This is an optimization exercise on Yosys and OpenROAD, whose aim is small area, not a production implementation.
In this exercise RTL edits were held to simulation tests only and were not proved equivalent to the original.
Power and IR drop assume default switching activity.

cedar:
==> module mig_controller, before the edit <==
module mig_controller(
    input                   sys_clk,
    input                   rst,
    input                   calib_done,
    output reg              ib_re,
    input       [256 - 1:0] ib_data,
    input       [7 - 1:0]   ib_count,
    input                   ib_valid,
    input                   ib_empty,
    output reg              ob_we,
    output      [128 - 1:0] ob_data,
    input       [7 - 1:0]   ob_count,
    input                   ob_full,
    input                   app_rdy,
    output                  app_en,
    output      [3 - 1:0]   app_cmd,
    output      [30 - 1:0]  app_addr,
    input       [256 - 1:0] app_rd_data,
    input                   app_rd_data_end,
    input                   app_rd_data_valid,
    input                   app_wdf_rdy,
    output reg              app_wdf_wren,
    output      [256 - 1:0] app_wdf_data,
    output                  app_wdf_end,
    output      [32 - 1:0]  app_wdf_mask
);
reg                 st_read;
reg                 st_dec;
reg                 st_cmd;
reg     [156 - 1:0] ib_data_buf;
wire                is_dram   = ib_data_buf[155];
wire                is_read   = ib_data_buf[154];
wire    [26 - 1:0]  dram_addr = ib_data_buf[153:128];
wire    [128 - 1:0] dram_wr_data = ib_data_buf[127:0];
reg                 addr_on;
reg                 prev_valid;
reg     [25 - 1:0]  prev_dram_rd_addr;
reg     [256 - 1:0] prev_dram_rd_data;
reg                 ob_hi;
reg                 ob_lo;
wire dec_dram  = st_dec & is_dram;
wire dec_rd    = dec_dram & is_read;
wire dec_wr    = dec_dram & ~is_read;
wire addr_hit  = prev_valid & (dram_addr[25:1] == prev_dram_rd_addr);
wire ob_ok     = (ob_count < 7'd126);
wire skip_read = dec_rd & addr_hit;
always @(posedge sys_clk) begin
    if (ib_valid)
        ib_data_buf <= ib_data[155:0];
end
always @(posedge sys_clk) begin
    if (rst) begin
        st_read      <= 1'b0;
        st_dec       <= 1'b0;
        st_cmd       <= 1'b0;
        ib_re        <= 1'b0;
        addr_on      <= 1'b0;
        app_wdf_wren <= 1'b0;
    end
    else begin
        ib_re        <= ~st_read & ~st_dec & ~st_cmd & calib_done & ~ib_empty;
        st_read      <= (~st_read & ~st_dec & ~st_cmd & calib_done & ~ib_empty) | (st_read & ~ib_valid);
        st_dec       <= (st_read & ib_valid) | (dec_rd & ~ob_ok) | (dec_wr & ~app_wdf_rdy);
        st_cmd       <= (dec_rd & ob_ok & ~addr_hit) | (dec_wr & app_wdf_rdy) | (st_cmd & ~app_rdy);
        addr_on      <= dec_dram | (st_cmd & ~app_rdy);
        app_wdf_wren <= dec_wr;
    end
end
always @(posedge sys_clk) begin
    if (rst)
        prev_valid <= 1'b0;
    else if (app_rd_data_valid)
        prev_valid <= 1'b1;
end
always @(posedge sys_clk) begin
    if (app_rd_data_valid) begin
        prev_dram_rd_addr <= dram_addr[25:1];
        prev_dram_rd_data <= app_rd_data;
    end
end
wire ob_set = app_rd_data_valid | skip_read;
always @(posedge sys_clk) begin
    if (rst) begin
        ob_we <= 1'b0;
        ob_hi <= 1'b0;
        ob_lo <= 1'b0;
    end
    else begin
        ob_we <= ob_set;
        ob_hi <= ob_set & dram_addr[0];
        ob_lo <= ob_set & ~dram_addr[0];
    end
end
assign ob_data = (prev_dram_rd_data[255:128] & {128{ob_hi}}) | (prev_dram_rd_data[127:0] & {128{ob_lo}});
assign app_en  = st_cmd;
assign app_cmd = {2'b00, addr_on & is_read};
assign app_addr = {2'b00, dram_addr[25:1] & {25{addr_on}}, 3'b000};
wire wd_on = app_wdf_wren | (st_cmd & ~is_read);
wire wd_hi = wd_on & dram_addr[0];
wire wd_lo = wd_on & ~dram_addr[0];
assign app_wdf_end  = app_wdf_wren;
assign app_wdf_data = {dram_wr_data & {128{wd_hi}}, dram_wr_data & {128{wd_lo}}};
assign app_wdf_mask = {{16{wd_lo}}, {16{wd_hi}}};
endmodule
==> flow/config.mk <==
export PLATFORM = sky130hd
export DESIGN_NAME = mig_controller
export DESIGN_NICKNAME = mig_controller
export VERILOG_FILES = /design/flow/design.v
export SDC_FILE = /design/flow/constraint.sdc
export NUM_CORES = 4
export LEC_CHECK = 0
export CAP_MARGIN = 20
export CORE_AREA = 5 5 345 345
export DIE_AREA = 0 0 350 350
export SLEW_MARGIN = 20
==> flow/constraint.sdc <==
create_clock -name core_clock -period 5.0 [get_ports {sys_clk}]
set_input_delay 1.0000 -clock core_clock [delete_from_list [all_inputs] [get_ports {sys_clk}]]
set_output_delay 1.0000 -clock core_clock [all_outputs]
set_load 0.01 [all_outputs]
standard.sh (not shown) runs the stock make flow with config.mk's settings and CLKGATE_MAP_FILE= SYNTH_SCRIPT=/design/flow/synth_recipe.tcl, a recipe that flattens the netlist after the stock synthesis.
==> flow/flow/run.sh <==
#!/bin/bash
# Standard ORFS layout with three changes:
#  - port buffers are sky130_fd_sc_hd__buf_1 (every port still gets one),
#  - clock tree built from clkbuf_8 with larger sink clusters, no dummy loads.
set -euo pipefail
export BUFFER_PORTS_ARGS="-buffer_cell sky130_fd_sc_hd__buf_1"
export CTS_ARGS="-sink_clustering_enable -repair_clock_nets -buf_list sky130_fd_sc_hd__clkbuf_8 -dont_use_dummy_load -sink_clustering_size 16 -sink_clustering_max_diameter 80"
bash standard.sh > standard.log 2>&1
Input-level comparison between birch and cedar:
-- flow/design.v --
<<< cedar, line 28
reg                 st_dec;
reg                 st_cmd;
reg     [156 - 1:0] ib_data_buf;
wire                is_dram   = ib_data_buf[155];
wire                is_read   = ib_data_buf[154];
wire    [26 - 1:0]  dram_addr = ib_data_buf[153:128];
wire    [128 - 1:0] dram_wr_data = ib_data_buf[127:0];
reg                 addr_on;
reg                 prev_valid;
>>> birch, line 28
reg                 st_dec;
reg                 st_cmd;
reg     [28 - 1:0]  ib_data_buf;
reg     [128 - 1:0] wr_data_n;
wire                is_dram   = ib_data_buf[27];
wire                is_read   = ib_data_buf[26];
wire    [26 - 1:0]  dram_addr = ib_data_buf[25:0];
reg                 addr_on;
reg                 prev_valid;
<<< cedar, line 46
wire skip_read = dec_rd & addr_hit;
always @(posedge sys_clk) begin
    if (ib_valid)
        ib_data_buf <= ib_data[155:0];
end
always @(posedge sys_clk) begin
>>> birch, line 46
wire skip_read = dec_rd & addr_hit;
always @(posedge sys_clk) begin
    if (ib_valid) begin
        ib_data_buf <= ib_data[155:128];
        wr_data_n   <= ~ib_data[127:0];
    end
end
always @(posedge sys_clk) begin
<<< cedar, line 97
assign app_addr = {2'b00, dram_addr[25:1] & {25{addr_on}}, 3'b000};
wire wd_on = app_wdf_wren | (st_cmd & ~is_read);
wire wd_hi = wd_on & dram_addr[0];
wire wd_lo = wd_on & ~dram_addr[0];
assign app_wdf_end  = app_wdf_wren;
assign app_wdf_data = {dram_wr_data & {128{wd_hi}}, dram_wr_data & {128{wd_lo}}};
assign app_wdf_mask = {{16{wd_lo}}, {16{wd_hi}}};
endmodule
>>> birch, line 99
assign app_addr = {2'b00, dram_addr[25:1] & {25{addr_on}}, 3'b000};
wire wd_on = app_wdf_wren | (st_cmd & ~is_read);
wire wd_hi_n = ~(wd_on & dram_addr[0]);
wire wd_lo_n = ~(wd_on & ~dram_addr[0]);
assign app_wdf_end  = app_wdf_wren;
assign app_wdf_data = {~(wr_data_n | {128{wd_hi_n}}), ~(wr_data_n | {128{wd_lo_n}})};
assign app_wdf_mask = {{16{~wd_lo_n}}, {16{~wd_hi_n}}};
endmodule
### Flow results
- birch vs cedar, area of placed instances went down by 0.42%.
- birch vs cedar on instance count on the critical path: birch is the lower one.
- On first-pass GRT wire length: between birch and cedar, it ends up lower for birch.
- Area fraction of clock buffers and clock inverters across birch and cedar: no real change.
- Going from cedar to birch, highest clock frequency the design can meet shrinks by 4.4%.
- birch gives more fraction of power consumed by the clock network than cedar did.
- Reported for birch and cedar, number of H-tree levels turned out identical to the last digit.
- As of birch, clock tree buffer count of the final layout had risen by a few percent compared to cedar.
- Final cell utilization of the core: cedar vs birch — no meaningful difference

[re-timing with driven ports]
How much do the figures lean on ideal ports? The routed layouts below were timed once more, with nothing changed but the port constraints.
Step 1, drivers: a clkbuf_16 drives sys_clk and a buf_2 each remaining input, both assumed.
Step 2 adds t to the input delays and takes it off the output delays; t is the mean of the earliest and latest rising clock arrival at the registers after step 1. Input paths then give back, and output paths get back, about the clock's delay inside the block.
Three values: ideal ports, drivers, drivers and shift; two values: the first two.
| run | t (ns) | slack for setup (ns) | latest minus earliest clock arrival (ns) |
|---|---|---|---|
| cedar | 0.678 | 1.136 / 1.082 / 1.760 | 0.082 / 0.082 |
| birch | 0.660 | 0.956 / 0.907 / 1.567 | 0.092 / 0.092 |
After both steps every run listed still meets setup and hold.
